Context: an optimization exercise on an open-source flow, tuned for small area. The choices shown serve that exercise and are no tape-out recipe.
The RTL was checked by simulation tests, not by an equivalence proof against the original design.
The flow treats the clock pin as an ideal source, which a real chip does not have.
Power is estimated from default activity; no workload was simulated.

**flow/config.mk**
```make
export PLATFORM = sky130hd
export DESIGN_NAME = UpCounter
export DESIGN_NICKNAME = UpCounter
export VERILOG_FILES = /design/flow/design.v
export SDC_FILE = /design/flow/constraint.sdc
export NUM_CORES = 4
export LEC_CHECK = 0
export CAP_MARGIN = 20
export CORE_MARGIN = 2
export CORE_UTILIZATION = 40
export SLEW_MARGIN = 20
```
**flow/constraint.sdc**
```tcl
create_clock -name core_clock -period 120.0 [get_ports {i_clk}]
set_input_delay 24.0000 -clock core_clock [delete_from_list [all_inputs] [get_ports {i_clk}]]
set_output_delay 24.0000 -clock core_clock [all_outputs]
set_load 0.01 [all_outputs]
```
**flow/design.v**
```verilog
`timescale 1ns / 1ps
module ClockDivider_Digit(
    input i_clk,
    input i_reset,
    output o_clk,
    output o_en
    );
    reg r_clk;
    reg [2:0] r_counter;
    assign o_clk = r_clk;
    assign o_en = (r_counter == 5 -1) && !r_clk;
    always @(posedge i_clk or posedge i_reset) begin
        if(i_reset) begin
            r_clk <= 0;
            r_counter <= 0;
        end
        else begin
            if(r_counter == 5 -1) begin
                r_counter <= 0;
                r_clk <= ~r_clk;
            end
            else begin
                r_counter <= r_counter + 1;
            end
        end
    end
endmodule
`timescale 1ns / 1ps
module Counter_FND(
    input i_clk,
    input i_reset,
    input i_en,
    output [1:0] o_counter 
    );
    reg [1:0] r_counter;
    assign o_counter = r_counter;
    always @(posedge i_clk or posedge i_reset) begin
        if(i_reset) begin
            r_counter <= 0;
        end
        else if(i_en) begin
            r_counter <= r_counter + 1;
        end
    end
endmodule
`timescale 1ns / 1ps
module Decoder_2x4(
    input [1:0] i_digitPosition,
    output [3:0] o_Digit
    );
    reg [3:0] r_Digit;
    assign o_Digit = r_Digit;
    always @(*) begin
        case (i_digitPosition)
            2'b00 : r_Digit = 4'b1110;
            2'b01 : r_Digit = 4'b1101;
            2'b10 : r_Digit = 4'b1011;
            2'b11 : r_Digit = 4'b0111;
        endcase
    end
endmodule
`timescale 1ns / 1ps
module ClockDivider_Data(
    input i_clk,
    input i_reset,
    output o_clk,
    output o_en
    );
    reg r_clk;
    reg [5:0] r_counter;
    assign o_clk = r_clk;
    assign o_en = (r_counter == 50 -1) && !r_clk;
    always @(posedge i_clk or posedge i_reset) begin
        if(i_reset) begin
            r_clk <= 0;
            r_counter <= 0;
        end
        else begin
            if(r_counter == 50 -1) begin
                r_counter <= 0;
                r_clk <= ~r_clk;
            end
            else begin
                r_counter <= r_counter + 1;
            end
        end
    end
endmodule
`timescale 1ns / 1ps
module Counter_Data(
    input i_clk,
    input i_reset,
    input i_en,
    output [13:0] o_value
    );
    reg [13:0] r_value;
    assign o_value = r_value;
    always @(posedge i_clk or posedge i_reset) begin
        if(i_reset) begin
            r_value <= 0;
        end
        else if(i_en) begin
            r_value <= r_value + 1;
        end
    end
endmodule
`timescale 1ns / 1ps
module digit_Divider(
    input [13:0] i_value,
    output [3:0] o_1000, o_100, o_10, o_1
    );
    assign o_1 = i_value % 10;
    assign o_10 = i_value / 10 % 10;
    assign o_100 = i_value  / 100 % 10;
    assign o_1000 = i_value / 1000 % 10;
endmodule
`timescale 1ns / 1ps
module MUX_4x1(
    input [3:0] i_1000, i_100, i_10, i_1,
    input [1:0] i_digitPosition,
    output [3:0] o_value
    );
    reg [3:0] r_value;
    assign o_value = r_value;
    always @(*) begin
        r_value = 4'b1111;
        case (i_digitPosition)
            2'b00 : r_value = i_1;
            2'b01 : r_value = i_10;
            2'b10 : r_value = i_100;
            2'b11 : r_value = i_1000;
        endcase
    end
endmodule
`timescale 1ns / 1ps
module BCDToFND_Decoder(
    input [3:0] i_value,
    output [7:0] o_Font
    );
    reg [7:0] r_Font;
    assign o_Font = r_Font;
    always @(*) begin
        r_Font = 8'hff;
        case (i_value)
            4'h0 : r_Font = 8'hc0;
            4'h1 : r_Font = 8'hf9;
            4'h2 : r_Font = 8'ha4;
            4'h3 : r_Font = 8'hb0;
            4'h4 : r_Font = 8'h99;
            4'h5 : r_Font = 8'h92;
            4'h6 : r_Font = 8'h82;
            4'h7 : r_Font = 8'hf8;
            4'h8 : r_Font = 8'h80;
            4'h9 : r_Font = 8'h98;
        endcase
    end
endmodule
`timescale 1ns / 1ps
module UpCounter(
    input i_clk,
    input i_reset,
    output [3:0] o_FND_Digit,
    output [7:0] o_FND_Font
    );
    wire r_digit_clk;
    wire r_digit_en;
    wire [1:0] r_digitPosition;
    wire r_data_clk;
    wire r_data_en;
    wire [13:0] r_data;
    wire [3:0] r_1000, r_100, r_10, r_1;
    wire [3:0] r_value;
    ClockDivider_Digit CountDivDigit(
        .i_clk(i_clk),
        .i_reset(i_reset),
        .o_clk(r_digit_clk),
        .o_en(r_digit_en)
    );
    Counter_FND CountFND(
        .i_clk(i_clk),
        .i_reset(i_reset),
        .i_en(r_digit_en),
        .o_counter(r_digitPosition) 
    );
    Decoder_2x4 DigitSelect(
        .i_digitPosition(r_digitPosition),
        .o_Digit(o_FND_Digit)
    );
    ClockDivider_Data CountDivData(
        .i_clk(i_clk),
        .i_reset(i_reset),
        .o_clk(r_data_clk),
        .o_en(r_data_en)
    );
    Counter_Data CountData(
        .i_clk(i_clk),
        .i_reset(i_reset),
        .i_en(r_data_en),
        .o_value(r_data)
    );
    digit_Divider DigDiv(
        .i_value(r_data),
        .o_1000(r_1000), 
        .o_100(r_100), 
        .o_10(r_10), 
        .o_1(r_1)
    );
    MUX_4x1 SelVal(
        .i_1000(r_1000),
        .i_100(r_100),
        .i_10(r_10),
        .i_1(r_1),
        .i_digitPosition(r_digitPosition),
        .o_value(r_value)
    );
    BCDToFND_Decoder ToFNDFont(
        .i_value(r_value),
        .o_Font(o_FND_Font)
    );
endmodule
```
**flow/run.sh**
```bash
#!/bin/bash
# synth_recipe.tcl (not shown) runs the flow's synth.tcl, then flattens the netlist and writes it again
# the make line also repeats each setting of config.mk as NAME=value (left out here)
make -C /OpenROAD-flow-scripts/flow DESIGN_CONFIG=/design/flow/config.mk WORK_HOME=/design/flow/orfs CLKGATE_MAP_FILE= SYNTH_SCRIPT=/design/flow/synth_recipe.tcl finish
```
==> flow_summary.json, run 1 <==
{
  "critPathRequiredTime_ns": 96.00,
  "grt_overflow_total": 0,
  "drt_wl_total_mm": 80.4,
  "grt_first_pass_wirelength_mm": 131,
  "final_hold_viol_count": 0,
  "h-tree-depth": 1,
  "ant_nets": 0,
  "core_area_um2": 61800,
  "avgSynthCellArea_um2": 6.95,
  "outcome": "complete, no violations",
  "clk_pin_slew_ns": 0.08,
  "root_buffer": "clkbuf_16",
  "synth-edff-count": 0,
  "stdcell_count": 4394,
  "drive_gt1_frac": 0.0953,
  "num_rows": 91,
  "cts_setup_buffers": 0,
  "layout_setup_ws_ns": 17.33,
  "die_w_um": 254,
  "r2r_cells": 9,
  "crit_top_cell": "ha_1",
  "maxCapViolations": 0,
  "gp_congestion": 0.941,
  "cts.sinks": 27,
  "yosys.cell_types.count": 164,
  "dp.cells": 4389,
  "min_path_cells": 1,
  "hold_class": "reg2reg",
  "synth.cell_area_um2": 25100,
  "fin_skew_ns": 0.00630,
  "pre_cts_ws_ns": 18.75,
  "syn_to_final_growth_pct": 3.01,
  "drtPass1Iterations": 6,
  "path_max_fanout": 39,
  "synth_seq_cells": 27,
  "drt_iter0_markers": 2407,
  "viasPerCell": 6.16,
  "ios": 14,
  "startpoint_type": "flip-flop",
  "ctsResizeCount": 0,
  "setup_tns_ns": 0,
  "power_density_nw_per_um2": 0.794,
  "portBuffers": 12,
  "cts_inserted_buffers": 3,
  "num_vias": 27100,
  "yosys_most_used_dff": "dfrtp_1",
  "yosysSeqAreaShare": 0.0269,
  "start_util": 0.406,
  "grt_pass1_vias": 24900,
  "leakagePower_nw": 12.1,
  "hold_end": "CountDivDigit.r_counter[0]",
  "async_flop_share": 1.00,
  "fin_crit_sh": 0.856,
  "slowest_delay_ns": 0.93,
  "arrival_ns": 78.67,
  "rsz0062_at_grt": "false",
  "timing.rr.start": "CountDivData.r_counter[1]",
  "cts_tree": "done",
  "remaining_drc_errors": 0,
  "dieHeight_um": 254,
  "synthCells": 3611,
  "slew_headroom": 0.246,
  "track_usage": 0.242,
  "fmax_mhz": 9.74,
  "grt_antenna_before_repair": 0,
  "grt_max_degree": 42,
  "dp_hpwl_mm": 64.8,
  "setup_viol": 0,
  "peakVddDrop_uv": 4.34,
  "slew_violations": 0,
  "seq_area_um2": 676,
  "yosys_warnings": 7,
  "hold_buffers": 0,
  "rr_endpoint": "CountData.r_value[8]",
  "worstHoldStart": "CountDivDigit.r_counter[0]",
  "fill_cells": 6505,
  "final_nets": 3797,
  "path_class": "reg2out",
  "r2r_slack_ns": 117.42,
  "crit_slowest_cell": "a22oi_2",
  "diodes": 0,
  "multi_input_area_um2": 23300,
  "period_needed_ns": 102.67,
  "end_kind": "output pin",
  "clk_latency_ns": 0.28,
  "dieArea_um2": 64800,
  "clk_path_buf_depth": 2,
  "wl_per_cell_um": 18.3,
  "worstMarginPinSlew_ns": 1.12
}
## how the worst max path moves through the flow
stage	slack, ns	startpoint	end
floorplan	32.73	CountFND.r_counter[0]	o_FND_Font[6]
global placement	20.33	CountFND.r_counter[0]	o_FND_Font[6]
detailed placement	18.75	CountFND.r_counter[0]	o_FND_Font[6]
CTS	18.15	CountFND.r_counter[1]	o_FND_Font[6]
global route	10.00	CountFND.r_counter[1]	o_FND_Font[6]
finish	17.33	CountFND.r_counter[1]	o_FND_Font[6]
## final cells by class
type / instances / area share
inverters: 125 / 0.0182
well taps: 837 / 0.0405
multi-input cells: 3372 / 0.902
clock buffers: 3 / 0.00290
repair buffers: 29 / 0.00949
clock inverters: 1 / 0.000339
flip-flops and latches: 27 / 0.0261
## layout by cell type (no fill, tap or decap), types with 54 or more instances in the layout
cell / count
a21o_1: 65
a21oi_1: 259
ha_1: 235
inv_1: 120
mux2i_1: 75
nand2_1: 333
nand2b_1: 54
nand3_1: 129
nor2_1: 403
nor3_1: 135
o21a_1: 75
o21ai_0: 211
xnor2_1: 182
xor2_1: 79
## cells by family after synthesis
group / count (synthesis) / share of synthesized area
AO/OA/AOI/OAI: 1186 / 0.332
adder cells (fa/ha/maj): 238 / 0.119
XOR/XNOR: 264 / 0.0930
multiplexers: 137 / 0.0604
flip-flops: 27 / 0.0269
AND/OR/NAND/NOR: 1528 / 0.322
buffers and inverters: 229 / 0.0467
other: 2 / 0.000299
## registers in the layout, indices dropped and copies added, names as in the netlist
register                 cells
CountFND.r_counter           2
CountData.r_value           14
CountDivDigit.r_counter      3
CountDivData.r_clk           1
CountDivData.r_counter       6
CountDivDigit.r_clk          1
## stage by stage
step | hold slack (ns) | utilization | cell area [um2] | power [mW]
2_1_floorplan | 0.427 | - | 25200 | 0.0113
3_3_place_gp | 0.442 | 0.417 | 25800 | 0.0119
3_5_place_dp | 0.454 | 0.417 | 25800 | 0.0119
4_1_cts | 0.466 | 0.418 | 25800 | 0.0209
5_1_grt | 0.475 | 0.418 | 25800 | 0.0214
6_report | 0.459 | 0.418 | 25800 | 0.0205
## power breakdown
group	switching, mW	internal, mW
Clock	0.00409	0.00465
Combinational	0.00171	0.000965
Sequential	0	0.00909
## per-layer routing
layer | share of wire | up-vias | wire (um) | GRT usage
met5 | 0 | - | 0 | 0
met4 | 0.023 | 0 | 1830 | 0.0634
met3 | 0.048 | 107 | 3900 | 0.0112
met2 | 0.44 | 814 | 35300 | 0.395
met1 | 0.49 | 12600 | 39400 | 0.346
li1 | - | 13500 | - | -
## cell usage after synthesis (50+ instances only)
library cell  instances  area (um2)
xor2_1               79         692
nand2b_1             54         338
ha_1                237        2970
o21ai_0             212        1060
xnor2_1             182        1590
a21o_1               65         488
o21a_1               75         563
a31oi_1              50         313
nor2_1              403        1510
mux2i_1              75         751
nor3_1              135         676
nand3_1             129         646
inv_1               121         454
nand2_1             333        1250
a21oi_1             259        1300
## worst max-delay path: cells and delay by family (launching register included)
kind	cells	cell delay (ns)
simple gates	110	31.54
compound gates	119	29.17
xor+xnor	3	0.56
fa+ha+maj	30	10.20
buf+inv	12	2.32
mux	14	4.01
flops	1	0.45
==> run 2: changes to the inputs <==
==> flow/design.v (replaced) <==
`timescale 1ns / 1ps
module UpCounter(
    input i_clk,
    input i_reset,
    output [3:0] o_FND_Digit,
    output [7:0] o_FND_Font
    );
    reg [2:0] m;
    reg       g;
    reg [3:0] c1;
    reg [3:0] d0, d1, d2, d3;
    reg       f;
    wire m4   = (m == 3'd4);
    wire cy0  = g & m4;
    wire c19  = (c1 == 4'd9);
    wire cy1  = cy0 & c19;
    wire d09  = (d0 == 4'd9);
    wire d19  = (d1 == 4'd9);
    wire d29  = (d2 == 4'd9);
    wire d39  = (d3 == 4'd9);
    wire wrap = f & (d3 == 4'd6) & (d2 == 4'd3) & (d1 == 4'd8) & (d0 == 4'd3);
    always @(posedge i_clk or posedge i_reset) begin
        if (i_reset) begin
            m  <= 3'd0;
            g  <= 1'b0;
            c1 <= 4'd5;
            d0 <= 4'd0;
            d1 <= 4'd0;
            d2 <= 4'd0;
            d3 <= 4'd0;
            f  <= 1'b0;
        end else begin
            m <= m4 ? 3'd0 : m + 3'd1;
            if (m4)
                g <= ~g;
            if (cy0)
                c1 <= c19 ? 4'd0 : c1 + 4'd1;
            if (cy1) begin
                if (wrap) begin
                    d0 <= 4'd0;
                    d1 <= 4'd0;
                    d2 <= 4'd0;
                    d3 <= 4'd0;
                    f  <= 1'b0;
                end else begin
                    d0 <= d09 ? 4'd0 : d0 + 4'd1;
                    if (d09) begin
                        d1 <= d19 ? 4'd0 : d1 + 4'd1;
                        if (d19) begin
                            d2 <= d29 ? 4'd0 : d2 + 4'd1;
                            if (d29) begin
                                d3 <= d39 ? 4'd0 : d3 + 4'd1;
                                if (d39)
                                    f <= 1'b1;
                            end
                        end
                    end
                end
            end
        end
    end
    wire [1:0] p = c1[1:0] + {1'b0, g} + 2'd3 + {d0[0], 1'b0};
    assign o_FND_Digit = ~(4'b0001 << p);
    reg [3:0] dig;
    always @(*) begin
        case (p)
            2'd0: dig = d0;
            2'd1: dig = d1;
            2'd2: dig = d2;
            default: dig = d3;
        endcase
    end
    reg [7:0] font;
    always @(*) begin
        case (dig)
            4'd0: font = 8'hc0;
            4'd1: font = 8'hf9;
            4'd2: font = 8'ha4;
            4'd3: font = 8'hb0;
            4'd4: font = 8'h99;
            4'd5: font = 8'h92;
            4'd6: font = 8'h82;
            4'd7: font = 8'hf8;
            4'd8: font = 8'h80;
            4'd9: font = 8'h98;
            default: font = 8'hxx;
        endcase
    end
    assign o_FND_Font = font;
endmodule
==> flow_summary.json, run 2 <==
{
  "drt_iter0_markers": 45,
  "hold_buffers": 0,
  "grt_antenna_before_repair": 0,
  "setup_viol": 0,
  "cp.buffers_inverters": 2,
  "yosys_most_used_dff": "dfrtp_1",
  "ctsResizeCount": 0,
  "p_int_mw": 0.0108,
  "cts_inserted_buffers": 3,
  "period_needed_ns": 27.24,
  "cts_tree": "done",
  "num_rows": 23,
  "path_cells": "inv_1, ha_1, xor2_1, a21oi_1, o21ai_0, nand2_1, ha_1, or2_2, a21oi_1, clkdlybuf4s50_1",
  "synth-edff-count": 0,
  "grt_pass1_vias": 1392,
  "path_class": "reg2out",
  "power_mw": 0.0138,
  "comb_power_share": 0.019,
  "stdcell_count": 245,
  "startpoint_type": "flip-flop",
  "h-tree-depth": 1,
  "async_flop_share": 1.00,
  "cts.sinks": 25,
  "syn_to_final_growth_pct": 12.0,
  "fmax_mhz": 36.7,
  "slew_violations": 0,
  "num_vias": 1415,
  "wl_per_cell_um": 15.0,
  "maxCapViolations": 0,
  "seqPwrFrac": 0.611,
  "dieArea_um2": 4870,
  "dp_hpwl_mm": 2.82,
  "end_kind": "output pin",
  "remaining_drc_errors": 0,
  "yosys_warnings": 1,
  "slowest_delay_ns": 0.56,
  "start_util": 0.424,
  "synth.largest_area_cell": "dfrtp_1",
  "drtPass1Iterations": 4,
  "yosysSeqAreaShare": 0.362,
  "pwr-share-clk": 0.370,
  "avgSynthCellArea_um2": 9.47,
  "power_density_nw_per_um2": 7.10,
  "root_buffer": "clkbuf_8",
  "dieHeight_um": 69.8,
  "die_w_um": 69.8,
  "track_usage": 0.165,
  "viasPerCell": 5.78,
  "path_max_fanout": 5,
  "yosysMostFrequentCell": "dfrtp_1",
  "fin_skew_ns": 0.00406,
  "crit_slowest_cell": "dfstp_2",
  "hold_class": "reg2reg",
  "fill_cells": 391,
  "ant_nets": 0,
  "path_delay_family": "buffers and inverters",
  "yosys.cell_types.count": 54,
  "final_hold_viol_count": 0,
  "switchingPower_mw": 0.00296,
  "drt_wl_total_mm": 3.68,
  "ios": 14,
  "portBuffers": 12,
  "clk_latency_ns": 0.27,
  "grt_overflow_total": 0,
  "gp_congestion": 0.927,
  "drive_gt1_frac": 0.108,
  "final_nets": 207,
  "core_area_um2": 4090,
  "synth.top_cell.area_share": 0.332,
  "grt_first_pass_wirelength_mm": 6.49,
  "cts_setup_buffers": 0,
  "clk_path_buf_depth": 2,
  "synth_area_leaders": "dfrtp_1, ha_1, o21ai_0",
  "synth_seq_cells": 25,
  "mostFrequentLayoutCells": "dfrtp_1, nand2_1, o21ai_0",
  "switching_share": 0.215,
  "slew_headroom": 0.650,
  "outcome": "complete, no violations",
  "rsz0062_at_grt": "false",
  "clk_pin_slew_ns": 0.09,
  "arrival_ns": 3.24,
  "setup_tns_ns": 0,
  "yosys-top-cells-count": "dfrtp_1, nand2_1, o21ai_0, inv_1, ha_1",
  "grt_max_degree": 26,
  "final_common_cell": "dfrtp_1",
  "fin_area_um2": 1940,
  "critPathRequiredTime_ns": 96.00,
  "worstMarginPinSlew_ns": 0.522,
  "fin_crit_sh": 0.227,
  "leakagePower_nw": 0.827,
  "synth.cell_area_um2": 1730,
  "peakVddDrop_uv": 7.72,
  "fin_hold_ws_ns": 0.483,
  "synthCells": 183,
  "dp.cells": 240,
  "postPlaceCellArea_um2": 1880,
  "diodes": 0
}
run 2: cell families after synthesis:
kind of cell             share of synthesized area
AO/OA/AOI/OAI                                0.173
XOR/XNOR                                    0.0491
multiplexers                                0.0534
flip-flops                                   0.362
adder cells (fa/ha/maj)                     0.0650
other                                      0.00216
buffers and inverters                       0.0534
AND/OR/NAND/NOR                              0.242
run 2: layout make-up:
cell class	count	area (um2)	share of cell area
Inverter	13	48.8	0.0251
Clock buffer	3	41.3	0.0213
Timing Repair Buffer	14	143	0.0735
Multi-Input combinational cell	139	1010	0.522
Sequential cell	25	628	0.324
Clock inverter	1	5.00	0.00258
Tap cell	50	62.6	0.0322
run 2: power groups by stage:
stage	Combinational, mW	Clock [mW]	Sequential [mW]
after CTS	0.000228	0.00535	0.00842
after floorplan	0.000163	0	0.00859
after detailed placement	0.000222	0	0.00859
after global routing	0.000305	0.00577	0.00842
after global placement	0.000221	0	0.00859
final	0.000265	0.00510	0.00842
run 2: per-stage QoR:
| stage | setup slack, ns | utilization |
|---|---|---|
| global placement | 93.15 | 0.460 |
| global route | 92.50 | 0.475 |
| CTS | 92.73 | 0.471 |
| detailed placement | 93.04 | 0.460 |
| floorplan | 93.62 | - |
| finish | 92.76 | 0.475 |
run 2: worst paths after layout:
check,endpoint,from,cells past startpoint,slack [ns]
setup / recovery,o_FND_Font[5],c1[0],10,92.76
hold / removal,m[0],m[0],1,0.48
setup reg to reg,d1[2],m[0],7,117.54
hold reg to reg,m[0],m[0],1,0.48
max in group asynchronous,c1[0],i_reset,3,95.52
min in group asynchronous,d0[2],i_reset,2,23.97
run 2: per-layer routing:
layer,vias up,GRT usage,wire (um)
met5,-,0,0
met3,4,0.0218,210
li1,689,-,-
met4,0,0.0577,53
met2,32,0.281,1710
met1,690,0.215,1710
==> run 3: changes to the inputs <==
==> flow/design.v (replaced) <==
`timescale 1ns / 1ps
module UpCounter(
    input i_clk,
    input i_reset,
    output [3:0] o_FND_Digit,
    output [7:0] o_FND_Font
    );
    reg [2:0] m;
    reg       g;
    reg [3:0] c1;
    reg [3:0] d0, d1, d2, d3;
    reg       f;
    function [3:0] bcd_next(input [3:0] b, input e);
        bcd_next = {b[3] ^ (e & b[0] & (b[3] | (b[1] & b[2]))),
                    b[2] ^ (e & b[0] & b[1]),
                    b[1] ^ (e & b[0] & ~b[3]),
                    b[0] ^ e};
    endfunction
    wire cy0 = g & m[2];
    wire cy1 = cy0 & c1[0] & c1[3];
    wire e1  = cy1 & d0[0] & d0[3];
    wire e2  = e1 & d1[0] & d1[3];
    wire e3  = e2 & d2[0] & d2[3];
    wire clr = cy1 & f & d3[2] & d3[1] & d2[1] & d2[0] & d1[3] & d0[1] & d0[0];
    wire [3:0] n0 = bcd_next(d0, cy1);
    wire [3:0] n1 = bcd_next(d1, e1);
    wire [3:0] n2 = bcd_next(d2, e2);
    wire [3:0] n3 = bcd_next(d3, e3);
    always @(posedge i_clk or posedge i_reset) begin
        if (i_reset) begin
            m  <= 3'd0;
            g  <= 1'b0;
            c1 <= 4'd5;
            d0 <= 4'd0;
            d1 <= 4'd0;
            d2 <= 4'd0;
            d3 <= 4'd0;
            f  <= 1'b0;
        end else begin
            m  <= {m[1] & m[0], m[1] ^ m[0], ~(m[0] | m[2])};
            g  <= g ^ m[2];
            c1 <= bcd_next(c1, cy0);
            d0 <= {n0[3], n0[2] & ~clr, n0[1:0]};
            d1 <= {n1[3] & ~clr, n1[2:0]};
            d2 <= {n2[3:2], n2[1:0] & ~{2{clr}}};
            d3 <= {n3[3], n3[2:1] & ~{2{clr}}, n3[0]};
            f  <= ~clr & (f | (e3 & d3[0] & d3[3]));
        end
    end
    wire [1:0] p = {~(c1[1] ^ d0[0] ^ (c1[0] | g)), ~(c1[0] ^ g)};
    assign o_FND_Digit = ~(4'b0001 << p);
    reg [3:0] dig;
    always @(*) begin
        case (p)
            2'd0: dig = d0;
            2'd1: dig = d1;
            2'd2: dig = d2;
            default: dig = d3;
        endcase
    end
    reg [7:0] font;
    always @(*) begin
        case (dig)
            4'd0: font = 8'hc0;
            4'd1: font = 8'hf9;
            4'd2: font = 8'ha4;
            4'd3: font = 8'hb0;
            4'd4: font = 8'h99;
            4'd5: font = 8'h92;
            4'd6: font = 8'h82;
            4'd7: font = 8'hf8;
            4'd8: font = 8'h80;
            4'd9: font = 8'h98;
            default: font = 8'hxx;
        endcase
    end
    assign o_FND_Font = font;
endmodule
--- a/flow/config.mk
+++ b/flow/config.mk
@@ -7,5 +7,8 @@
 export LEC_CHECK = 0
 export CAP_MARGIN = 20
 export CORE_MARGIN = 2
-export CORE_UTILIZATION = 40
+export CORE_UTILIZATION = 70
+export CTS_BUF_LIST = sky130_fd_sc_hd__clkbuf_16
+export CTS_CLUSTER_DIAMETER = 100
+export CTS_CLUSTER_SIZE = 30
 export SLEW_MARGIN = 20
==> flow_summary.json, run 3 <==
{
  "outcome": "complete, no violations",
  "worstMarginPinSlew_ns": 0.794,
  "arrival_ns": 3.54,
  "synth.top_cell.area_share": 0.374,
  "drtPass1Iterations": 4,
  "root_buffer": "clkbuf_16",
  "grt_pass1_vias": 1128,
  "path_max_fanout": 10,
  "yosys.cell_types.count": 39,
  "fin_util": 0.876,
  "cts_setup_buffers": 0,
  "yosysMostFrequentCell": "dfrtp_1",
  "pre_cts_ws_ns": 92.77,
  "wl_per_cell_um": 16.8,
  "setup_viol": 0,
  "synth_seq_cells": 25,
  "viasPerCell": 6.12,
  "grt_max_degree": 26,
  "synthCells": 150,
  "maxCapViolations": 0,
  "start_util": 0.762,
  "setup_tns_ns": 0,
  "slew_headroom": 0.467,
  "ctsResizeCount": 0,
  "gp_congestion": 0.890,
  "grt_first_pass_wirelength_mm": 5.01,
  "fin_skew_ns": 0.00369,
  "final_hold_viol_count": 0,
  "dieHeight_um": 50.9,
  "clk_latency_ns": 0.25,
  "clk_path_buf_depth": 2,
  "ant_nets": 0,
  "final_nets": 181,
  "cts_tree": "done",
  "leakagePower_nw": 0.849,
  "drt_iter0_markers": 25,
  "diodes": 0,
  "peakVddDrop_uv": 10.1,
  "syn_to_final_growth_pct": 15.0,
  "synth-edff-count": 0,
  "h-tree-depth": 1,
  "dp_hpwl_mm": 2.21,
  "drt_wl_total_mm": 3.22,
  "layout_setup_ws_ns": 92.46,
  "yosysSeqAreaShare": 0.408,
  "drive_gt1_frac": 0.116,
  "cts_inserted_buffers": 3,
  "synth_area_leaders": "dfrtp_1, ha_1, xnor2_1",
  "fin_crit_sh": 0.230,
  "grt_antenna_before_repair": 0,
  "ios": 14,
  "num_rows": 16,
  "critPathRequiredTime_ns": 96.00,
  "mostFrequentLayoutCells": "dfrtp_1, nand2_1, ha_1",
  "fill_cells": 108,
  "fin_hold_ws_ns": 0.439,
  "portBuffers": 12,
  "startpoint_type": "flip-flop",
  "remaining_drc_errors": 0,
  "synth.cell_area_um2": 1540,
  "yosys-top-cells-count": "dfrtp_1, ha_1, nand2_1, nor2_1",
  "yosys_warnings": 1,
  "yosys_most_used_dff": "dfrtp_1",
  "power_density_nw_per_um2": 8.95,
  "path_class": "reg2out",
  "dieArea_um2": 2590,
  "die_w_um": 50.9,
  "final_common_cell": "dfrtp_1",
  "end_kind": "output pin",
  "period_needed_ns": 27.54,
  "num_vias": 1169,
  "avgSynthCellArea_um2": 10.3,
  "fmax_mhz": 36.3,
  "async_flop_share": 1.00,
  "cts.sinks": 25,
  "rsz0062_at_grt": "false",
  "hold_buffers": 0,
  "clk_pin_slew_ns": 0.06,
  "core_area_um2": 2020,
  "hold_class": "reg2reg",
  "grt_overflow_total": 0,
  "track_usage": 0.266,
  "synth.largest_area_cell": "dfrtp_1",
  "slew_violations": 0
}
==> run 3: changes by cell type in the layout (fill, tap and decap cells not counted), moves of 4 or more <==
cell     before  now
nand2_1      21   14
ha_1          9   14
xnor2_1       3    9
nor2b_1       2    6
o21ai_0      16    5
nor2_1        7   11
mux2i_1       1    7
o31ai_1       5    0
==> run 3: final timing paths <==
kind / start / end / slack [ns] / cells after the start
max: c1[0] / o_FND_Font[3] / 92.46 / 11
min in group asynchronous: i_reset / c1[3] / 24.03 / 2
min: m[0] / m[0] / 0.44 / 1
max reg2reg: m[2] / d3[3] / 117.03 / 12
max in group asynchronous: i_reset / c1[0] / 95.47 / 3
min reg2reg: m[0] / m[0] / 0.44 / 1
==> run 3: cells by family after synthesis <==
kind of cell,share of synthesized area
simple gates,0.182
flops,0.408
compound gates,0.0886
fa+ha+maj,0.114
xor+xnor,0.0829
buf+inv,0.0406
mux,0.0820
other cells,0.00243
==> run 3: metrics by stage <==
stage,power (mW),cell area [um2],std cells
after floorplan,0.00875,1540,150
after global placement,0.00879,1670,186
after detailed placement,0.00880,1670,186
after CTS,0.0158,1740,190
after global routing,0.0163,1770,191
final,0.0159,1770,191
==> run 3: power breakdown <==
group | internal, mW | leakage [nW] | switching, mW
combinational | 0.000121 | 0.473 | 0.000200
sequential | 0.00843 | 0.334 | 0
clock | 0.00444 | 0.0423 | 0.00265
==> run 3: layout make-up <==
class | instances | area [um2] | share of cell area
multi-input cells | 113 | 850 | 0.480
flip-flops and latches | 25 | 628 | 0.355
clock inverters | 1 | 3.75 | 0.00212
repair buffers | 13 | 148 | 0.0833
inverters | 9 | 33.8 | 0.0191
clock buffers | 3 | 75.1 | 0.0424
well taps | 27 | 33.8 | 0.0191
==> run 3: critical path, cell delays in order, from the launching register on <==
cell and delay (ns):
dfstp_2 0.53, inv_1 0.04, ha_1 0.22, xor2_2 0.42
mux2_2 0.40, a211o_1 0.31, nand2_1 0.19, inv_1 0.09
ha_1 0.21, a21boi_0 0.14, o31a_1 0.26, clkdlybuf4s50_1 0.47
==> run 3: metal layers <==
metal,global-route usage,up-vias,wire (um)
met5,0,-,0
met4,0.0901,0,61
met3,0.0439,8,156
met2,0.481,49,1650
met1,0.320,581,1340
li1,-,531,-
==> run 4: changes to the inputs <==
--- a/flow/config.mk
+++ b/flow/config.mk
@@ -7,8 +7,8 @@
 export LEC_CHECK = 0
 export CAP_MARGIN = 20
 export CORE_MARGIN = 2
-export CORE_UTILIZATION = 70
-export CTS_BUF_LIST = sky130_fd_sc_hd__clkbuf_16
+export CORE_UTILIZATION = 40
+export CTS_BUF_LIST = sky130_fd_sc_hd__clkbuf_8
 export CTS_CLUSTER_DIAMETER = 100
 export CTS_CLUSTER_SIZE = 30
 export SLEW_MARGIN = 20
==> flow_summary.json, run 4 <==
{
  "end_kind": "output pin",
  "drt_wl_total_mm": 2.65,
  "seq_area_um2": 628,
  "diodes": 0,
  "postPlaceCellArea_um2": 1690,
  "comb_power_share": 0.015,
  "clk_pin_slew_ns": 0.08,
  "grt_overflow_total": 0,
  "cts_setup_buffers": 0,
  "h-tree-depth": 1,
  "yosys-top-cells-count": "dfrtp_1, ha_1, nand2_1, nor2_1",
  "dieHeight_um": 66.1,
  "synth.top_cell.area_share": 0.374,
  "ios": 14,
  "fill_cells": 364,
  "gp_congestion": 0.781,
  "grt_antenna_before_repair": 0,
  "ant_nets": 0,
  "fin_util": 0.471,
  "power_mw": 0.0134,
  "synth.largest_area_cell": "dfrtp_1",
  "drt_iter0_markers": 24,
  "ctsResizeCount": 0,
  "hold_class": "reg2reg",
  "fin_area_um2": 1740,
  "die_w_um": 66.1,
  "final_common_cell": "dfrtp_1",
  "maxCapViolations": 0,
  "switching_share": 0.197,
  "synth-edff-count": 0,
  "cts.sinks": 25,
  "hold_buffers": 0,
  "yosys_most_used_dff": "dfrtp_1",
  "grt_max_degree": 26,
  "clk_latency_ns": 0.27,
  "fin_hold_ws_ns": 0.432,
  "cts_inserted_buffers": 3,
  "num_rows": 22,
  "start_util": 0.418,
  "grt_first_pass_wirelength_mm": 4.54,
  "syn_to_final_growth_pct": 12.8,
  "remaining_drc_errors": 0,
  "fmax_mhz": 36.4,
  "critPathRequiredTime_ns": 96.00,
  "outcome": "complete, no violations",
  "arrival_ns": 3.49,
  "setup_tns_ns": 0,
  "power_density_nw_per_um2": 7.70,
  "yosysSeqAreaShare": 0.408,
  "root_buffer": "clkbuf_8",
  "fin_crit_sh": 0.229,
  "seqPwrFrac": 0.629,
  "track_usage": 0.136,
  "async_flop_share": 1.00,
  "dieArea_um2": 4360,
  "final_nets": 180,
  "synthCells": 150,
  "path_max_fanout": 10,
  "synth_seq_cells": 25,
  "synth_area_leaders": "dfrtp_1, ha_1, xnor2_1",
  "peakVddDrop_uv": 7.13,
  "yosys.cell_types.count": 39,
  "viasPerCell": 5.05,
  "grt_pass1_vias": 1036,
  "worstMarginPinSlew_ns": 0.926,
  "core_area_um2": 3690,
  "period_needed_ns": 27.49,
  "p_int_mw": 0.0107,
  "pre_cts_ws_ns": 92.80,
  "multi_input_area_um2": 850,
  "dp.cells": 207,
  "portBuffers": 12,
  "rsz0062_at_grt": "false",
  "startpoint_type": "flip-flop",
  "dp_hpwl_mm": 2.10,
  "pwr-share-clk": 0.356,
  "slew_headroom": 0.382,
  "setup_viol": 0,
  "leakagePower_nw": 0.821,
  "avgSynthCellArea_um2": 10.3,
  "synth.cell_area_um2": 1540,
  "final_hold_viol_count": 0,
  "drtPass1Iterations": 4,
  "layout_setup_ws_ns": 92.51,
  "cts_tree": "done",
  "drive_gt1_frac": 0.110,
  "yosys_warnings": 1,
  "switchingPower_mw": 0.00264,
  "stdcell_count": 211,
  "yosysMostFrequentCell": "dfrtp_1",
  "clk_path_buf_depth": 2,
  "slew_violations": 0,
  "fin_skew_ns": 0.00554,
  "num_vias": 1065,
  "mostFrequentLayoutCells": "dfrtp_1, nand2_1, ha_1",
  "wl_per_cell_um": 12.6,
  "path_class": "reg2out"
}
## run 4: cell counts after synthesis
No cell type changed its count.
## run 4: metal layers
layer  share of wire  track usage  up-vias
met2            0.48        0.235       20
met4           0.017       0.0536        0
met3           0.033       0.0204        5
li1                -            -      529
met5               0            0        -
met1            0.47        0.169      511
## run 4: cells by family after synthesis
logic type | share of synthesized area
DFF | 0.408
buffers and inverters | 0.0406
muxes | 0.0820
and+or+nand+nor | 0.182
other | 0.00243
AOI/OAI and AO/OA | 0.0886
adders and majority gates | 0.114
xor gates and xnor gates | 0.0829
## run 4: final timing paths
| kind | start | end | slack (ns) | cells past startpoint |
|---|---|---|---|---|
| hold / removal | m[0] | m[0] | 0.43 | 1 |
| max in group asynchronous | i_reset | c1[1] | 95.20 | 2 |
| min in group asynchronous | i_reset | d2[3] | 24.23 | 2 |
| hold reg to reg | m[0] | m[0] | 0.43 | 1 |
| setup reg to reg | m[2] | d3[1] | 117.08 | 13 |
| setup / recovery | c1[0] | o_FND_Font[3] | 92.51 | 10 |
## run 4: area by class of cell
| cell class | count | share of cell area |
|---|---|---|
| Clock buffer | 3 | 0.0238 |
| Clock inverter | 1 | 0.00216 |
| Inverter | 9 | 0.0195 |
| Multi-Input combinational cell | 113 | 0.489 |
| Sequential cell | 25 | 0.362 |
| Tap cell | 48 | 0.0346 |
| Timing Repair Buffer | 12 | 0.0692 |
## run 4: power by group through the flow
stage	logic [mW]	registers, mW	clock network [mW]
4_1_cts	0.000216	0.00842	0.00488
3_5_place_dp	0.000216	0.00859	0
5_1_grt	0.000234	0.00842	0.00530
6_report	0.000201	0.00842	0.00476
3_3_place_gp	0.000209	0.00859	0
2_1_floorplan	0.000163	0.00859	0
## run 4: worst max-delay path, cell delays in order, from the launching register on
cell and delay, ns:
dfstp_2 0.53, inv_1 0.04, ha_1 0.21, xor2_2 0.40, mux2_2 0.39, a211o_1 0.31
nand2_1 0.17, ha_1 0.28, nor3_1 0.21, o31a_1 0.16, clkdlybuf4s50_1 0.53
==> run 5: changes to the inputs <==
==> flow/flow/run.sh (new file) <==
#!/bin/bash
set -euo pipefail
W=$PWD
F=$W/flow

# synthesis script: synth_recipe.tcl with the abc command redirected to $MY_ABC_SCRIPT
{
  head -n 1 synth_recipe.tcl
  cat <<'TCL'
proc abc {args} {
  set i [lsearch $args -script]
  if {$i >= 0} {
    set args [lreplace $args [expr {$i + 1}] [expr {$i + 1}] $::env(MY_ABC_SCRIPT)]
  }
  yosys abc {*}$args
}
TCL
  tail -n +2 synth_recipe.tcl
} > my_synth.tcl

sed -e "s#SYNTH_SCRIPT=[^ ]*synth_recipe.tcl#SYNTH_SCRIPT=$W/my_synth.tcl#" standard.sh > my_standard.sh
grep -q "SYNTH_SCRIPT=$W/my_synth.tcl" my_standard.sh

# try each ABC script, synthesis only
best=""; best_area=""
for s in "$F"/abc*.script; do
  n=$(basename "$s" .script)
  sed -e "s#WORK_HOME=[^ ]*#WORK_HOME=$W/trial_$n#" my_standard.sh > "trial_$n.sh"
  ( MY_ABC_SCRIPT=$s bash "trial_$n.sh" synth > "trial_$n.log" 2>&1 || true ) &
done
wait
for s in "$F"/abc*.script; do
  n=$(basename "$s" .script)
  a=$(awk '/Chip area/{print $NF}' "$W"/trial_$n/reports/*/UpCounter/base/synth_stat.txt 2>/dev/null | tail -n 1)
  echo "$n: ${a:-failed}" | tee -a abc_trials.log
  if [[ -n "$a" ]] && { [[ -z "$best" ]] || awk -v a="$a" -v b="$best_area" 'BEGIN{exit !(a < b)}'; }; then
    best=$s; best_area=$a
  fi
done
[[ -n "$best" ]]
echo "chosen: $best ($best_area)" | tee -a abc_trials.log

export MY_ABC_SCRIPT=$best
export BUFFER_PORTS_ARGS="-buffer_cell sky130_fd_sc_hd__buf_1"
bash my_standard.sh > flow_make.log 2>&1
test -f out/final.def
==> flow/flow/abc1.script (new file) <==
strash
dch
amap
==> flow/flow/abc2.script (new file) <==
strash
&get -n
&dch -f
&nf -R 1000 -a
&put
==> flow/flow/abc3.script (new file) <==
strash
balance
rewrite
refactor
balance
rewrite
rewrite -z
balance
refactor -z
rewrite -z
balance
balance
rewrite
refactor
balance
rewrite
rewrite -z
balance
refactor -z
rewrite -z
balance
dch -f
amap
==> flow/flow/abc4.script (new file) <==
strash
balance
rewrite
refactor
balance
rewrite
rewrite -z
balance
refactor -z
rewrite -z
balance
&get -n
&dch -f
&nf -R 1000 -a
&put
==> flow/standard.sh (new file) <==
#!/bin/bash
# synth_recipe.tcl (not shown) runs the flow's synth.tcl, then flattens the netlist and writes it again
# the make line also repeats each setting of config.mk as NAME=value (left out here)
make -C /OpenROAD-flow-scripts/flow DESIGN_CONFIG=/design/flow/config.mk WORK_HOME=/design/flow/orfs CLKGATE_MAP_FILE= SYNTH_SCRIPT=/design/flow/synth_recipe.tcl "${@:-finish}"
removed: flow/run.sh
==> flow_summary.json, run 5 <==
{
  "final_hold_viol_count": 0,
  "dp_hpwl_mm": 1.80,
  "core_area_um2": 3080,
  "r2r_cells": 14,
  "synthCells": 131,
  "leakagePower_nw": 0.668,
  "worstMarginPinSlew_ns": 0.895,
  "portBuffers": 12,
  "cts_tree": "done",
  "viasPerCell": 5.03,
  "fin_util": 0.469,
  "dieHeight_um": 61.1,
  "setup_tns_ns": 0,
  "slew_violations": 0,
  "cts_setup_buffers": 0,
  "path_cells": "clkinv_1, ha_1, xnor2_1, xnor2_1, nor2_1, a22oi_1, nand2_1, a21oi_1, clkinv_1, ha_1, a21oi_1, a21oi_1, buf_1",
  "worstHoldStart": "m[2]",
  "h-tree-depth": 1,
  "crit_top_cell": "a21oi_1",
  "power_density_nw_per_um2": 9.42,
  "min_path_cells": 1,
  "clk_latency_ns": 0.27,
  "fin_skew_ns": 0.00536,
  "remaining_drc_errors": 0,
  "synth.top_cell.area_share": 0.441,
  "startpoint_type": "flip-flop",
  "setup_viol": 0,
  "end_kind": "output pin",
  "arrival_ns": 3.38,
  "outcome": "complete, no violations",
  "grt_first_pass_wirelength_mm": 3.98,
  "path_max_fanout": 8,
  "yosys_warnings": 1,
  "hold_buffers": 0,
  "rr_endpoint": "d3[1]",
  "yosys_most_used_dff": "dfrtp_1",
  "ant_nets": 0,
  "yosys-top-cells-count": "dfrtp_1, ha_1, nor2_1, nand2_1",
  "drt_iter0_markers": 61,
  "start_util": 0.424,
  "grt_pass1_vias": 916,
  "r2r_slack_ns": 116.99,
  "mostFrequentLayoutCells": "dfrtp_1, nor2_1, ha_1",
  "power_mw": 0.0136,
  "track_usage": 0.144,
  "synth-edff-count": 0,
  "rsz0062_at_grt": "false",
  "cts_inserted_buffers": 3,
  "drive_gt1_frac": 0.0411,
  "final_nets": 163,
  "timing.rr.start": "m[2]",
  "dieArea_um2": 3730,
  "cts.sinks": 25,
  "critPathRequiredTime_ns": 96.00,
  "hold_class": "reg2reg",
  "drtPass1Iterations": 4,
  "peakVddDrop_uv": 4.81,
  "yosysMostFrequentCell": "dfrtp_1",
  "period_needed_ns": 27.38,
  "syn_to_final_growth_pct": 10.7,
  "root_buffer": "clkbuf_8",
  "grt_antenna_before_repair": 0,
  "gp_congestion": 0.867,
  "grt_overflow_total": 0,
  "die_w_um": 61.1,
  "slowest_delay_ns": 0.54,
  "slew_headroom": 0.400,
  "synth.largest_area_cell": "dfrtp_1",
  "fin_crit_sh": 0.228,
  "drt_wl_total_mm": 2.35,
  "synth_area_leaders": "dfrtp_1, ha_1, xnor2_1",
  "grt_max_degree": 26,
  "maxCapViolations": 0,
  "crit_slowest_cell": "dfstp_2",
  "synth.cell_area_um2": 1300,
  "hold_end": "m[0]",
  "ios": 14,
  "num_rows": 20,
  "fmax_mhz": 36.5,
  "avgSynthCellArea_um2": 9.95,
  "num_vias": 956,
  "diodes": 0,
  "final_common_cell": "dfrtp_1",
  "yosys.cell_types.count": 23,
  "async_flop_share": 1.00,
  "path_class": "reg2out",
  "clk_path_buf_depth": 2,
  "ctsResizeCount": 0,
  "wl_per_cell_um": 12.3,
  "yosysSeqAreaShare": 0.482,
  "clk_pin_slew_ns": 0.09,
  "synth_seq_cells": 25
}
## run 5: cell count changes after synthesis, sizes merged, moves of 3 or more
cell and delta:
a21oi +5, a22oi +3, and3 +3, clkinv +10, inv -9, mux2 -3, mux2i -6, nand2b -3
nor2 +3, o21ai -4
## run 5: how the worst max path moves through the flow
stage,start,to,cells after the start
3_3_place_gp,c1[0],o_FND_Font[3],11
2_1_floorplan,c1[0],o_FND_Font[3],10
3_5_place_dp,c1[0],o_FND_Font[3],13
6_report,c1[0],o_FND_Font[3],13
4_1_cts,c1[0],o_FND_Font[3],13
5_1_grt,c1[0],o_FND_Font[3],11
## run 5: worst max-delay path, delay by kind of cell (launching register included)
kind / cells / cell delay (ns)
AOI/OAI and AO/OA: 4 / 0.91
xor gates and xnor gates: 2 / 0.57
adders and majority gates: 2 / 0.41
buffers and inverters: 3 / 0.40
DFF: 1 / 0.54
and+or+nand+nor: 2 / 0.28
## run 5: area by class of cell
class	count	area, um2
Clock buffer	3	41.3
Clock inverter	1	5.00
Inverter	10	37.5
Tap cell	44	55.1
Fill cell	314	1640
Timing Repair Buffer	12	45.0
Sequential cell	25	628
Multi-Input combinational cell	95	631
## run 5: power breakdown
part	leakage (nW)	total [mW]	switching (mW)	internal (mW)
sequential	0.334	0.00842	0	0.00842
clock	0.0255	0.00498	0.00266	0.00232
combinational	0.309	0.000187	0.000177	0.00000997
## run 5: stage by stage
step                setup slack (ns)  area [um2]  std cells  hold WS (ns)
CTS                            92.63        1440        190         0.441
global route                   92.33        1440        190         0.483
finish                         92.62        1440        190         0.434
floorplan                      93.23        1300        131         0.403
global placement               93.03        1400        186         0.418
detailed placement             92.95        1400        186         0.429
## run 5: logic make-up after synthesis
logic type               after synthesis  share of synthesized area
multiplexers                           1                    0.00768
adder cells (fa/ha/maj)               14                      0.134
buffers and inverters                 11                     0.0346
flip-flops                            25                      0.482
AO/OA/AOI/OAI                         19                     0.0873
AND/OR/NAND/NOR                       50                      0.184
other                                  1                    0.00288
XOR/XNOR                              10                     0.0672
## run 5: routing by layer
metal,up-vias,global-route usage,part of all wire
li1,467,-,-
met1,469,0.210,0.47
met2,18,0.217,0.47
met3,2,0.0252,0.048
met4,0,0.0466,0.0055
met5,-,0,0
==> run 6: changes to the inputs <==
--- a/flow/flow/run.sh
+++ b/flow/flow/run.sh
@@ -18,7 +18,7 @@
   tail -n +2 synth_recipe.tcl
 } > my_synth.tcl
 
-sed -e "s#SYNTH_SCRIPT=[^ ]*synth_recipe.tcl#SYNTH_SCRIPT=$W/my_synth.tcl#" standard.sh > my_standard.sh
+sed -e "s#SYNTH_SCRIPT=[^ ]*synth_recipe.tcl#SYNTH_SCRIPT=$W/my_synth.tcl ADDER_MAP_FILE=#" standard.sh > my_standard.sh
 grep -q "SYNTH_SCRIPT=$W/my_synth.tcl" my_standard.sh
 
 # try each ABC script, synthesis only
@@ -42,5 +42,7 @@
 
 export MY_ABC_SCRIPT=$best
 export BUFFER_PORTS_ARGS="-buffer_cell sky130_fd_sc_hd__buf_1"
+export CTS_ARGS="-sink_clustering_enable -repair_clock_nets -dont_use_dummy_load -buf_list sky130_fd_sc_hd__clkbuf_8"
+#export POST_CTS_TCL=$F/post_cts.tcl
 bash my_standard.sh > flow_make.log 2>&1
 test -f out/final.def
==> flow/flow/post_cts.tcl (new file) <==
set block [ord::get_db_block]
set rootnet [[$block findNet i_clk] getITerms]
set roots {}
foreach it $rootnet {
  if {[$it isInputSignal]} { lappend roots [$it getInst] }
}
if {[llength $roots] != 1} { error "clock port drives [llength $roots] cells" }
set rootinst [lindex $roots 0]
set clknet [[$rootinst findITerm X] getNet]
foreach it [$clknet getITerms] {
  set inst [$it getInst]
  if {$inst == $rootinst || ![$it isInputSignal]} continue
  if {![string match "*clkbuf*" [[$inst getMaster] getName]]} continue
  set lnet [[$inst findITerm X] getNet]
  foreach lt [$lnet getITerms] {
    if {[$lt getInst] == $inst} continue
    $lt disconnect
    $lt connect $clknet
  }
  $it disconnect
  [$inst findITerm X] disconnect
  puts "post_cts: removed [$inst getName]"
  odb::dbInst_destroy $inst
  odb::dbNet_destroy $lnet
}
set xs 0; set ys 0; set n 0
foreach it [$clknet getITerms] {
  set inst [$it getInst]
  if {$inst == $rootinst} continue
  set loc [$inst getLocation]
  set xs [expr {$xs + [lindex $loc 0]}]; set ys [expr {$ys + [lindex $loc 1]}]; incr n
}
$rootinst setLocation [expr {$xs / $n}] [expr {$ys / $n}]
set limit [expr {[info exists ::env(POST_CTS_SLEW_PS)] ? $::env(POST_CTS_SLEW_PS) : 100}]
foreach cell {sky130_fd_sc_hd__clkbuf_4 sky130_fd_sc_hd__clkbuf_8 sky130_fd_sc_hd__clkbuf_16} {
  $rootinst swapMaster [[ord::get_db] findMaster $cell]
  detailed_placement
  estimate_parasitics -placement
  set worst 0
  foreach it [$clknet getITerms] {
    if {[$it getInst] == $rootinst} continue
    set pin [get_pins [[$it getInst] getName]/[[$it getMTerm] getName]]
    foreach a {slew_max_rise slew_max_fall} {
      set s [expr {1000.0 * [get_property $pin $a]}]
      if {$s > $worst} { set worst $s }
    }
  }
  puts "post_cts: [$rootinst getName] as $cell drives $n sinks, worst clock-pin slew $worst"
  if {$worst <= $limit} break
}
check_placement -verbose
==> flow/config.mk (replaced) <==
export PLATFORM = sky130hd
export DESIGN_NAME = UpCounter
export DESIGN_NICKNAME = UpCounter
export VERILOG_FILES = /design/flow/design.v
export SDC_FILE = /design/flow/constraint.sdc
export NUM_CORES = 4
export LEC_CHECK = 0
export CAP_MARGIN = 20
export CORE_MARGIN = 2
export CORE_UTILIZATION = 60
export SLEW_MARGIN = 20
==> flow_summary.json, run 6 <==
{
  "path_delay_family": "compound AO/OA/AOI/OAI gates",
  "dieHeight_um": 48.8,
  "yosysSeqAreaShare": 0.522,
  "synth_area_leaders": "dfrtp_1, a21oi_1, nor2_1",
  "synth_mux_area_frac": 0,
  "core_area_um2": 1920,
  "synth_top_family_by_area": "simple AND/OR/NAND/NOR gates",
  "maxCapViolations": 0,
  "path_class": "reg2out",
  "hold_class": "reg2reg",
  "startpoint_type": "flip-flop",
  "diodes": 0,
  "fin_crit_sh": 0.222,
  "fin_area_um2": 1320,
  "synth_seq_cells": 25,
  "dp.cells": 169,
  "grt_max_degree": 26,
  "power_mw": 0.0132,
  "portBuffers": 12,
  "fin_skew_ns": 0.00779,
  "rsz0062_at_grt": "false",
  "end_kind": "output pin",
  "cp.buffers_inverters": 1,
  "gp_congestion": 0.831,
  "synth.cell_area_um2": 1200,
  "path_cells": "xnor2_1, xnor2_1, nor2_1, a22o_1, a221oi_1, nor2b_1, nor2_1, nand2_1, o22ai_1, buf_1",
  "fill_cells": 164,
  "stdcell_count": 172,
  "top_usage_layer": "met2",
  "cts_tree": "done",
  "avgSynthCellArea_um2": 9.18,
  "synthAdderAreaFrac": 0,
  "yosysMostFrequentCell": "dfrtp_1",
  "viasPerCell": 5.68,
  "drt_iter0_markers": 49,
  "clk_pin_slew_ns": 0.07,
  "synthSimpleGateAreaFrac": 0.213,
  "worstMarginPinSlew_ns": 0.838,
  "fin_util": 0.684,
  "grt_overflow_total": 0,
  "crit_slowest_cell": "a221oi_1",
  "ios": 14,
  "synth.largest_area_cell": "dfrtp_1",
  "slew_headroom": 0.438,
  "num_rows": 16,
  "period_needed_ns": 26.70,
  "yosys_warnings": 1,
  "dp_hpwl_mm": 1.69,
  "setup_tns_ns": 0,
  "async_flop_share": 1.00,
  "num_vias": 977,
  "met1_usage": 0.309,
  "grt_pass1_vias": 897,
  "synth-edff-count": 0,
  "yosys_most_used_dff": "dfrtp_1",
  "ant_nets": 0,
  "track_usage": 0.214,
  "syn_to_final_growth_pct": 9.37,
  "peakVddDrop_uv": 7.26,
  "cts.sinks": 25,
  "path_max_fanout": 7,
  "drive_gt1_frac": 0.0345,
  "dieArea_um2": 2380,
  "arrival_ns": 2.70,
  "mostFrequentLayoutCells": "dfrtp_1, nor2_1, a21oi_1",
  "final_nets": 149,
  "die_w_um": 48.8,
  "wl_per_cell_um": 13.1,
  "final_common_cell": "dfrtp_1",
  "outcome": "complete, no violations",
  "critPathRequiredTime_ns": 96.00,
  "yosys.cell_types.count": 27,
  "slew_violations": 0,
  "use_met3": 0.0432,
  "synth_compound_area_frac": 0.157,
  "start_util": 0.626,
  "clk_latency_ns": 0.27,
  "remaining_drc_errors": 0,
  "synthCells": 131,
  "drtPass1Iterations": 5,
  "leakagePower_nw": 0.599,
  "setup_viol": 0,
  "synth.top_cell.area_share": 0.479,
  "power_density_nw_per_um2": 10.1,
  "grt.met2_usage": 0.313,
  "final_hold_viol_count": 0,
  "yosys-top-cells-count": "dfrtp_1, nor2_1, a21oi_1, nand2_1",
  "grt_antenna_before_repair": 0,
  "grt_first_pass_wirelength_mm": 3.89,
  "postPlaceCellArea_um2": 1270,
  "synth_xor_area_frac": 0.0728,
  "drt_wl_total_mm": 2.26,
  "fmax_mhz": 37.5,
  "slowest_delay_ns": 0.62
}
run 6: layout make-up:
type                       instances  area [um2]  area share
sequential                        25         628       0.478
multi-input combinational         97         537       0.408
timing repair buffer              12        45.0      0.0343
clock buffer                       3        41.3      0.0314
tap                               27        33.8      0.0257
inverter                           8        30.0      0.0228
run 6: logic make-up after synthesis:
family	after synthesis
other cells	1
buf+inv	9
xor+xnor	10
flops	25
compound gates	31
simple gates	55
run 6: routing by layer:
layer	up-vias	share of wire
met5	-	0
met4	0	0.017
met3	6	0.065
met2	33	0.43
met1	453	0.49
li1	485	-
run 6: final timing paths:
| kind | start | to | slack [ns] | cells after the start |
|---|---|---|---|---|
| min | m[0] | m[0] | 0.45 | 1 |
| max in group asynchronous | i_reset | c1[3] | 95.84 | 2 |
| min in group asynchronous | i_reset | d2[3] | 23.76 | 2 |
| max reg2reg | c1[0] | d3[3] | 117.43 | 8 |
| max | c1[1] | o_FND_Font[3] | 93.30 | 10 |
| min reg2reg | m[0] | m[0] | 0.45 | 1 |
run 6: stage by stage:
stage | worst slack [ns] | hold WS [ns]
2_1_floorplan | 93.98 | 0.412
3_3_place_gp | 93.80 | 0.425
3_5_place_dp | 93.63 | 0.443
5_1_grt | 93.05 | 0.495
6_report | 93.30 | 0.452
run 6: power by group:
group / internal [mW] / total [mW] / leakage [nW] / switching (mW)
Combinational: 0.00000999 / 0.000177 / 0.244 / 0.000167
Clock: 0.00224 / 0.00465 / 0.0216 / 0.00240
Sequential: 0.00842 / 0.00842 / 0.334 / 0
Total: 0.0107 / 0.0132 / 0.599 / 0.00257
==> run 7: changes to the inputs <==
--- a/flow/flow/run.sh
+++ b/flow/flow/run.sh
@@ -42,7 +42,7 @@
 
 export MY_ABC_SCRIPT=$best
 export BUFFER_PORTS_ARGS="-buffer_cell sky130_fd_sc_hd__buf_1"
-export CTS_ARGS="-sink_clustering_enable -repair_clock_nets -dont_use_dummy_load -buf_list sky130_fd_sc_hd__clkbuf_8"
-#export POST_CTS_TCL=$F/post_cts.tcl
+export CTS_ARGS="-sink_clustering_enable -repair_clock_nets -dont_use_dummy_load -apply_ndr none -buf_list sky130_fd_sc_hd__clkbuf_8"
+export POST_CTS_TCL=$F/post_cts.tcl
 bash my_standard.sh > flow_make.log 2>&1
 test -f out/final.def
==> flow/flow/post_cts.tcl (replaced) <==
set block [ord::get_db_block]
set db [ord::get_db]
set portnet [$block findNet i_clk]
set limit [expr {[info exists ::env(POST_CTS_SLEW_PS)] ? $::env(POST_CTS_SLEW_PS) : 118}]

proc collect_sinks {net} {
  set s {}
  foreach it [$net getITerms] {
    if {![$it isInputSignal]} continue
    set inst [$it getInst]
    if {[string match "*clkbuf*" [[$inst getMaster] getName]]} {
      set s [concat $s [collect_sinks [[$inst findITerm X] getNet]]]
    } else {
      lappend s $it
    }
  }
  return $s
}

proc remove_clock_buffers {net} {
  foreach it [$net getITerms] {
    if {![$it isInputSignal]} continue
    set inst [$it getInst]
    if {![string match "*clkbuf*" [[$inst getMaster] getName]]} continue
    set on [[$inst findITerm X] getNet]
    remove_clock_buffers $on
    foreach jt [$on getITerms] { $jt disconnect }
    $it disconnect
    puts "post_cts: removed [$inst getName]"
    odb::dbInst_destroy $inst
    odb::dbNet_destroy $on
  }
}

set sinks [collect_sinks $portnet]
set pts {}
foreach it $sinks {
  set box [[$it getInst] getBBox]
  lappend pts [list [expr {([$box xMin] + [$box xMax]) / 2}] [expr {([$box yMin] + [$box yMax]) / 2}]]
}
remove_clock_buffers $portnet
foreach it $sinks { $it disconnect }

proc kmeans {pts N} {
  set sorted [lsort -integer -index 1 $pts]
  set cents {}
  for {set k 0} {$k < $N} {incr k} {
    lappend cents [lindex $sorted [expr {int(($k + 0.5) * [llength $sorted] / $N)}]]
  }
  for {set iter 0} {$iter < 30} {incr iter} {
    set assign {}
    foreach p $pts {
      set best 0; set bd 1e30
      for {set k 0} {$k < $N} {incr k} {
        set c [lindex $cents $k]
        set d [expr {abs([lindex $p 0] - [lindex $c 0]) + abs([lindex $p 1] - [lindex $c 1])}]
        if {$d < $bd} { set bd $d; set best $k }
      }
      lappend assign $best
    }
    set nc {}
    for {set k 0} {$k < $N} {incr k} {
      set sx 0; set sy 0; set n 0
      foreach p $pts a $assign {
        if {$a == $k} { incr sx [lindex $p 0]; incr sy [lindex $p 1]; incr n }
      }
      if {$n} { lappend nc [list [expr {$sx / $n}] [expr {$sy / $n}]] } else { lappend nc [lindex $cents $k] }
    }
    set cents $nc
  }
  return [list $assign $cents]
}

set made {}
proc build {N cell} {
  global block db portnet sinks pts made
  foreach m $made {
    lassign $m inst net
    foreach it [$net getITerms] { $it disconnect }
    [$inst findITerm A] disconnect
    odb::dbInst_destroy $inst
    odb::dbNet_destroy $net
  }
  set made {}
  lassign [kmeans $pts $N] assign cents
  set master [$db findMaster $cell]
  for {set k 0} {$k < $N} {incr k} {
    set inst [odb::dbInst_create $block $master clkbuf_${k}_i_clk]
    set net [odb::dbNet_create $block clknet_${k}_i_clk]
    $net setSigType CLOCK
    [$inst findITerm A] connect $portnet
    [$inst findITerm X] connect $net
    foreach it $sinks a $assign { if {$a == $k} { $it connect $net } }
    set c [lindex $cents $k]
    $inst setLocation [expr {[lindex $c 0] - [$master getWidth] / 2}] [expr {[lindex $c 1] - [$master getHeight] / 2}]
    $inst setPlacementStatus PLACED
    lappend made [list $inst $net]
  }
  detailed_placement
  estimate_parasitics -placement
  set worst 0
  foreach it $sinks {
    set pin [get_pins [[$it getInst] getName]/[[$it getMTerm] getName]]
    foreach a {slew_max_rise slew_max_fall} {
      set s [expr {1000.0 * [get_property $pin $a]}]
      if {$s > $worst} { set worst $s }
    }
  }
  return $worst
}

foreach cfg {
  {4 sky130_fd_sc_hd__clkbuf_1}
  {3 sky130_fd_sc_hd__clkbuf_2}
  {4 sky130_fd_sc_hd__clkbuf_2}
  {3 sky130_fd_sc_hd__clkbuf_4}
  {1 sky130_fd_sc_hd__clkbuf_16}
  {2 sky130_fd_sc_hd__clkbuf_16}
} {
  lassign $cfg N cell
  set worst [build $N $cell]
  puts "post_cts: $N x $cell for [llength $sinks] clock pins, worst estimated clock-pin slew $worst ps"
  if {$worst <= $limit} break
}
check_placement -verbose
==> flow_summary.json, run 7 <==
{
  "outcome": "did not finish",
  "failed_stage": "4_1_cts",
  "firstError": "Error: cts.tcl, 90 can't read \"made\": no such variable",
  "synth_top_family_by_area": "simple AND/OR/NAND/NOR gates",
  "avgSynthCellArea_um2": 9.18,
  "yosys.cell_types.count": 27,
  "ios": 14,
  "dp.cells": 169,
  "synth_compound_area_frac": 0.157,
  "synth_area_leaders": "dfrtp_1, a21oi_1, nor2_1",
  "yosys_most_used_dff": "dfrtp_1",
  "synth-edff-count": 0,
  "dieHeight_um": 48.8,
  "yosysMostFrequentCell": "dfrtp_1",
  "synth.largest_area_cell": "dfrtp_1",
  "yosysSeqAreaShare": 0.522,
  "portBuffers": 12,
  "gp_congestion": 0.831,
  "cts.sinks": 25,
  "die_w_um": 48.8,
  "synthCells": 131,
  "synth_xor_area_frac": 0.0728,
  "start_util": 0.626,
  "synth_seq_cells": 25,
  "yosys_warnings": 1,
  "synth.cell_area_um2": 1200,
  "async_flop_share": 1.00,
  "yosys-top-cells-count": "dfrtp_1, nor2_1, a21oi_1, nand2_1",
  "pre_cts_ws_ns": 93.63,
  "synthSimpleGateAreaFrac": 0.213,
  "dp_hpwl_mm": 1.69,
  "synth.top_cell.area_share": 0.479,
  "postPlaceCellArea_um2": 1270,
  "synthAdderAreaFrac": 0,
  "synth_mux_area_frac": 0,
  "num_rows": 16
}
-- run 7: cell counts after synthesis --
Identical to the previous run, type by type.
-- run 7: worst max path at each step --
| stage | start | slack (ns) | endpoint | depth (start not counted) |
|---|---|---|---|---|
| floorplan | c1[1] | 93.98 | o_FND_Font[3] | 9 |
| global placement | c1[1] | 93.80 | o_FND_Font[3] | 10 |
| detailed placement | c1[1] | 93.63 | o_FND_Font[3] | 10 |
-- run 7: power groups by stage --
stage	Combinational [mW]	Clock (mW)	Sequential [mW]
floorplan	0.000163	0	0.00859
global placement	0.000187	0	0.00859
detailed placement	0.000196	0	0.00859
-- run 7: cells by family after synthesis --
family,Yosys count
simple gates,55
xor+xnor,10
flops,25
buf+inv,9
other cells,1
compound gates,31

-- what the ideal ports hide --
Ports are ideal in the flow. The routed layouts listed here were re-timed in OpenROAD. Step 1 (the two cells are an assumption about what drives the block):
set clk [get_ports {i_clk}]
set_driving_cell -lib_cell sky130_fd_sc_hd__clkbuf_16 $clk
set_driving_cell -lib_cell sky130_fd_sc_hd__buf_2 [delete_from_list [all_inputs] $clk]
Step 2 adds t to the input delays and takes it off the output delays; t is the mean of the earliest and latest rising clock arrival at the registers after step 1. Input paths then give back, and output paths get back, about the clock's delay inside the block. a / b / c = ideal / step 1 / step 2; a / b = the first two.
| run | t (ns) | slack for setup (ns) | worst slew at a driven data input, ns | cell pins on the clock port's net |
|---|---|---|---|---|
| run 1 | 0.337 | 17.330 / 17.274 / 17.610 | 0.03 | 1 |
| run 2 | 0.298 | 92.761 / 92.735 / 93.033 | 0.03 | 1 |
| run 3 | 0.280 | 92.457 / 92.430 / 92.710 | 0.03 | 1 |
| run 4 | 0.286 | 92.509 / 92.488 / 92.774 | 0.03 | 1 |
| run 5 | 0.287 | 92.617 / 92.594 / 92.881 | 0.03 | 1 |
| run 6 | 0.284 | 93.301 / 93.280 / 93.564 | 0.03 | 1 |
After both steps setup and hold are still met in every run listed.
